Background: an optimization exercise with open tools, aiming at small area, a short achievable clock period and few clock cycles. Do not read the settings as production practice.
Where RTL was checked, it was by simulation tests only, not by an equivalence proof against the original.

== the previous run ==
==> flow/design.v (excerpt) <==
module maxfinder(clk, rst, start, x1, x2, x3, x4, eps, done, result);
input clk, start, rst;
input [4:0] x1, x2, x3, x4, eps;
output done;
output [4:0] result;
reg active;    
reg ph2;       
reg lx;        
reg [3:0] v1, v2, v3, v4;
wire signed [4:0] a1 = active ? {1'b0, v1} : x1;
wire signed [4:0] a2 = active ? {1'b0, v2} : x2;
wire signed [4:0] a3 = active ? {1'b0, v3} : x3;
wire signed [4:0] a4 = active ? {1'b0, v4} : x4;
wire [3:0] n1, n2, n3, n4;
wire t1s1;
wire t1c2;
mf_fa t1f0 (a2[0], a3[0], a4[0], t1s1, t1c2);
wire t1s3;
wire t1c4;
mf_fa t1f1 (a2[1], a3[1], a4[1], t1s3, t1c4);
wire t1s5;
wire t1c6;
mf_fa t1f2 (a2[2], a3[2], a4[2], t1s5, t1c6);
wire t1s7;
wire t1c8;
mf_fa t1f3 (a2[3], a3[3], a4[3], t1s7, t1c8);
wire t1s9;
wire t1c10;
mf_fa t1f4 (a2[4], a3[4], a4[4], t1s9, t1c10);
wire [6:0] t1 = {t1s9, t1s9, t1s9, t1s7, t1s5, t1s3, t1s1} + {t1c10, t1c10, t1c8, t1c6, t1c4, t1c2, 1'b0};
wire p1_11;
assign p1_11 = eps[0] & t1[0];
wire p1_12;
assign p1_12 = eps[0] & t1[1];
wire p1_13;
assign p1_13 = eps[0] & t1[2];
wire p1_14;
assign p1_14 = eps[0] & t1[3];
wire p1_15;
assign p1_15 = eps[0] & t1[4];
wire p1_16;
assign p1_16 = eps[0] & t1[5];
wire p1_17;
assign p1_17 = ~(eps[0] & t1[6]);
wire p1_18;
assign p1_18 = eps[1] & t1[0];
wire p1_19;
assign p1_19 = eps[1] & t1[1];
wire p1_20;
assign p1_20 = eps[1] & t1[2];
wire p1_21;
assign p1_21 = eps[1] & t1[3];
wire p1_22;
assign p1_22 = eps[1] & t1[4];
wire p1_23;
assign p1_23 = eps[1] & t1[5];
wire p1_24;
  ...
==> flow/config.mk <==
export PLATFORM = sky130hd
export DESIGN_NAME = maxfinder
export DESIGN_NICKNAME = maxfinder
export VERILOG_FILES = /design/flow/design.v
export SDC_FILE = /design/flow/constraint.sdc
export NUM_CORES = 4
export LEC_CHECK = 0
export CAP_MARGIN = 20
export CORE_MARGIN = 2
export CORE_UTILIZATION = 40
export SETUP_SLACK_MARGIN = 2.2
export SLEW_MARGIN = 20
export SYNTH_HIERARCHICAL = 1
export SYNTH_MINIMUM_KEEP_SIZE = 0
==> flow/constraint.sdc <==
create_clock -name core_clock -period 9.0 [get_ports {clk}]
set_input_delay 1.8000 -clock core_clock [delete_from_list [all_inputs] [get_ports {clk}]]
set_output_delay 1.8000 -clock core_clock [all_outputs]
set_load 0.01 [all_outputs]
standard.sh (not shown) runs the stock make flow with config.mk's settings and CLKGATE_MAP_FILE= SYNTH_SCRIPT=/design/flow/synth_recipe.tcl, a recipe that flattens the netlist after the stock synthesis.
==> flow/flow/run.sh <==
#!/bin/bash
export BUFFER_PORTS_ARGS="-buffer_cell sky130_fd_sc_hd__buf_2"
cp standard.sh standard_copy.sh.txt
bash standard.sh > standard.log 2>&1
The previous run closes out successfully: all stages finished, all timing, DRC and antenna checks passed.
> inputs changed (the previous run -> the current run)
# the previous run
export LEC_CHECK = 0
export CAP_MARGIN = 20
export CORE_MARGIN = 2
export CORE_UTILIZATION = 40
export SETUP_SLACK_MARGIN = 2.2
export SLEW_MARGIN = 20
export SYNTH_HIERARCHICAL = 1
export SYNTH_MINIMUM_KEEP_SIZE = 0
create_clock -name core_clock -period 9.0 [get_ports {clk}]
# the current run
export LEC_CHECK = 0
export CAP_MARGIN = 20
export CORE_MARGIN = 2
export CORE_UTILIZATION = 40
export SETUP_SLACK_MARGIN = 2.6
export SLEW_MARGIN = 20
export SYNTH_HIERARCHICAL = 1
export SYNTH_MINIMUM_KEEP_SIZE = 0
create_clock -name core_clock -period 9.0 [get_ports {clk}]
--- outcome ---
- The current run ended with more core utilization than the previous run.
- The current run vs the previous run, post-route worst setup slack went up by 0.17 ns.
- Setup slack on the worst flop-to-flop path: the current run vs the previous run up 0.03 ns
- Diff the previous run -> the current run: final routed wirelength across all metal layers went up.
- Higher hold slack was reported by the previous run, not the current run.
No functional check of the RTL was part of any run of this note.


== run 1 ==
maxfinder, a different RTL version from the one above (not shown whole).
For scale: roughly 660 cells after synthesis, roughly 18 flip-flops, ~34 I/O pins, roughly 6400 um^2 of cells after synthesis.
export LEC_CHECK = 0
export CAP_MARGIN = 20
export CORE_MARGIN = 2
export CORE_UTILIZATION = 40
export SETUP_SLACK_MARGIN = 2.3
export SLEW_MARGIN = 20
export SYNTH_HIERARCHICAL = 1
export SYNTH_MINIMUM_KEEP_SIZE = 0
create_clock -name core_clock -period 9.0 [get_ports {clk}]
==> flow/flow/run.sh <==
#!/bin/bash
export BUFFER_PORTS_ARGS="-buffer_cell sky130_fd_sc_hd__buf_1"
bash standard.sh > standard.log 2>&1
Testbench counts of run 1, summed over its fixed seeds: cycles 3,201.
For run 2, these inputs were changed with respect to run 1:
# run 1
export LEC_CHECK = 0
export CAP_MARGIN = 20
export CORE_MARGIN = 2
export CORE_UTILIZATION = 40
export SETUP_SLACK_MARGIN = 2.3
export SLEW_MARGIN = 20
export SYNTH_HIERARCHICAL = 1
export SYNTH_MINIMUM_KEEP_SIZE = 0
create_clock -name core_clock -period 9.0 [get_ports {clk}]
# run 2
export LEC_CHECK = 0
export CAP_MARGIN = 20
export CORE_MARGIN = 2
export CORE_UTILIZATION = 40
export GPL_ROUTABILITY_DRIVEN = 0
export SETUP_SLACK_MARGIN = 2.2
export SLEW_MARGIN = 20
export SYNTH_HIERARCHICAL = 1
export SYNTH_MINIMUM_KEEP_SIZE = 0
create_clock -name core_clock -period 9.0 [get_ports {clk}]
[summary]
- Any difference in relative area of clock buffers and inverters in the final design between run 1 and run 2 is small enough to ignore.
- The faster design of the two is run 1; run 2 tops out lower.
- Run 1 -> run 2: critical path depth delta 0, exact match
- Between run 1 and run 2, the worst hold margin figures differ only marginally.
- Area of the die across run 2 and run 1: no real change.
Setup changes, run 2 to run 3
# run 2
export LEC_CHECK = 0
export CAP_MARGIN = 20
export CORE_MARGIN = 2
export CORE_UTILIZATION = 40
export GPL_ROUTABILITY_DRIVEN = 0
export SETUP_SLACK_MARGIN = 2.2
export SLEW_MARGIN = 20
export SYNTH_HIERARCHICAL = 1
export SYNTH_MINIMUM_KEEP_SIZE = 0
create_clock -name core_clock -period 9.0 [get_ports {clk}]
# run 3
export LEC_CHECK = 0
export CAP_MARGIN = 20
export CORE_MARGIN = 2
export CORE_UTILIZATION = 40
export SETUP_SLACK_MARGIN = 2.1
export SLEW_MARGIN = 20
export SYNTH_HIERARCHICAL = 1
export SYNTH_MINIMUM_KEEP_SIZE = 0
create_clock -name core_clock -period 9.0 [get_ports {clk}]
--- outcome ---
- Against run 2, run 3 reports a end-of-flow core utilization that is lower.
- Compared with run 2, highest achievable clock rate in run 3 decreased slightly.
- Comparing run 2 with run 3, the fill cell total of the finished layout came out essentially unchanged.
- The proportion of cell area occupied by multi-input gates was comparable across run 3 and run 2.


maxfinder again, from the RTL that the note above started with.
==> flow/config.mk <==
export PLATFORM = sky130hd
export DESIGN_NAME = maxfinder
export DESIGN_NICKNAME = maxfinder
export VERILOG_FILES = /design/flow/design.v
export SDC_FILE = /design/flow/constraint.sdc
export NUM_CORES = 4
export LEC_CHECK = 0
export CAP_MARGIN = 20
export CORE_MARGIN = 2
export CORE_UTILIZATION = 40
export SETUP_SLACK_MARGIN = 2.2
export SLEW_MARGIN = 20
export SYNTH_HIERARCHICAL = 1
export SYNTH_MINIMUM_KEEP_SIZE = 0
export TNS_END_PERCENT = 0
==> flow/constraint.sdc <==
create_clock -name core_clock -period 9.0 [get_ports {clk}]
set_input_delay 1.8000 -clock core_clock [delete_from_list [all_inputs] [get_ports {clk}]]
set_output_delay 1.8000 -clock core_clock [all_outputs]
set_load 0.01 [all_outputs]
Scripts as last shown in full above: flow/flow/run.sh
Testbench counts at the start, summed over its fixed seeds: cycles 3,201.
Change:
==> flow/flow/run.sh (replaced) <==
#!/bin/bash
export BUFFER_PORTS_ARGS="-buffer_cell sky130_fd_sc_hd__buf_2"
cp standard.sh standard_copy.sh.txt
bash standard.sh > standard.log 2>&1
SETUP_SLACK_MARGIN = 2.4   (was 2.2)
TNS_END_PERCENT = not set   (was 0)
After rerunning:
- The new run finished with timing, DRC and antenna clean
- design area came out higher by a few percent
- die area stays the same
- register-to-register slack loses 30 ps
- worst setup slack improves by 110 ps
- core utilization rose by 1.7 points
- clock skew increases by 5.2 ps
- sequential share of layout area drops by 0.20 points
- flip-flop and latch count does not change
Change:
==> flow/flow/run.sh (replaced) <==
#!/bin/bash
export BUFFER_PORTS_ARGS="-buffer_cell sky130_fd_sc_hd__buf_1"
bash standard.sh > standard.log 2>&1
SETUP_SLACK_MARGIN = 2.2   (was 2.4)
Outcome:
- register-to-register slack improved by 30 ps
- synthesized area is unchanged
- utilization decreases by 1.6 points
- die area stays the same
- worst setup slack got worse by 110 ps
- count of clock-buffer cells in the layout stays the same
- final area decreases by about 3.6%
Change:
PLACE_DENSITY = 0.9   (was not set)
What happened:
- The new run finished with timing, DRC and antenna clean
- wire length is lower by a few percent
- setup slack improves by 4.6 ps
- final area is higher slightly
- die area does not change
- global-route usage is lower by 1.1 points
- worst hold slack degrades by 11 ps

==> static timing again, ports no longer ideal <==
How much do the figures lean on ideal ports? The routed layouts below were timed once more, with nothing changed but the port constraints.
Step 1: set_driving_cell puts a clkbuf_16 on clk and a buf_2 on each other input, an assumption about the parent block.
Step 2 moves the port delays by t, midway between the first and last clock arrival at a register: inputs arrive t later, outputs are due t later. That takes back most of the time a late clock gives input paths.
Three values: no drivers, after step 1, after step 2; two values: the first two.
run | t, ns | setup WS [ns] | clock arrival spread, ns | worst register clock-pin slew, ns | worst slew at a driven data input, ns
the previous run | 0.297 | 2.366 / 2.376 / 2.079 | 0.010 / 0.010 | 0.06 / 0.06 | 0.04
the current run | 0.288 | 2.540 / 2.543 / 2.255 | 0.002 / 0.002 | 0.06 / 0.06 | 0.06
run 1 | 0.284 | 2.474 / 2.480 / 2.195 | 0.002 / 0.001 | 0.06 / 0.06 | 0.03
run 2 | 0.284 | 2.425 / 2.431 / 2.146 | 0.002 / 0.001 | 0.06 / 0.06 | 0.03
run 3 | 0.284 | 2.353 / 2.358 / 2.074 | 0.002 / 0.001 | 0.06 / 0.06 | 0.03
the first run of note 3 | 0.287 | 2.425 / 2.434 / 2.146 | 0.002 / 0.001 | 0.06 / 0.06 | 0.03
the second run of note 3 | 0.284 | 2.539 / 2.525 / 2.241 | 0.007 / 0.006 | 0.06 / 0.06 | 0.06
the third run of note 3 | 0.284 | 2.425 / 2.431 / 2.146 | 0.002 / 0.001 | 0.06 / 0.06 | 0.03
the fourth run of note 3 | 0.286 | 2.430 / 2.440 / 2.154 | 0.001 / 0.002 | 0.06 / 0.06 | 0.04
After both steps setup and hold are still met in every run listed. The setup slack of the second run of note 3, which loses most, moves by -0.014 ns with the drivers and by -0.298 ns with both steps.
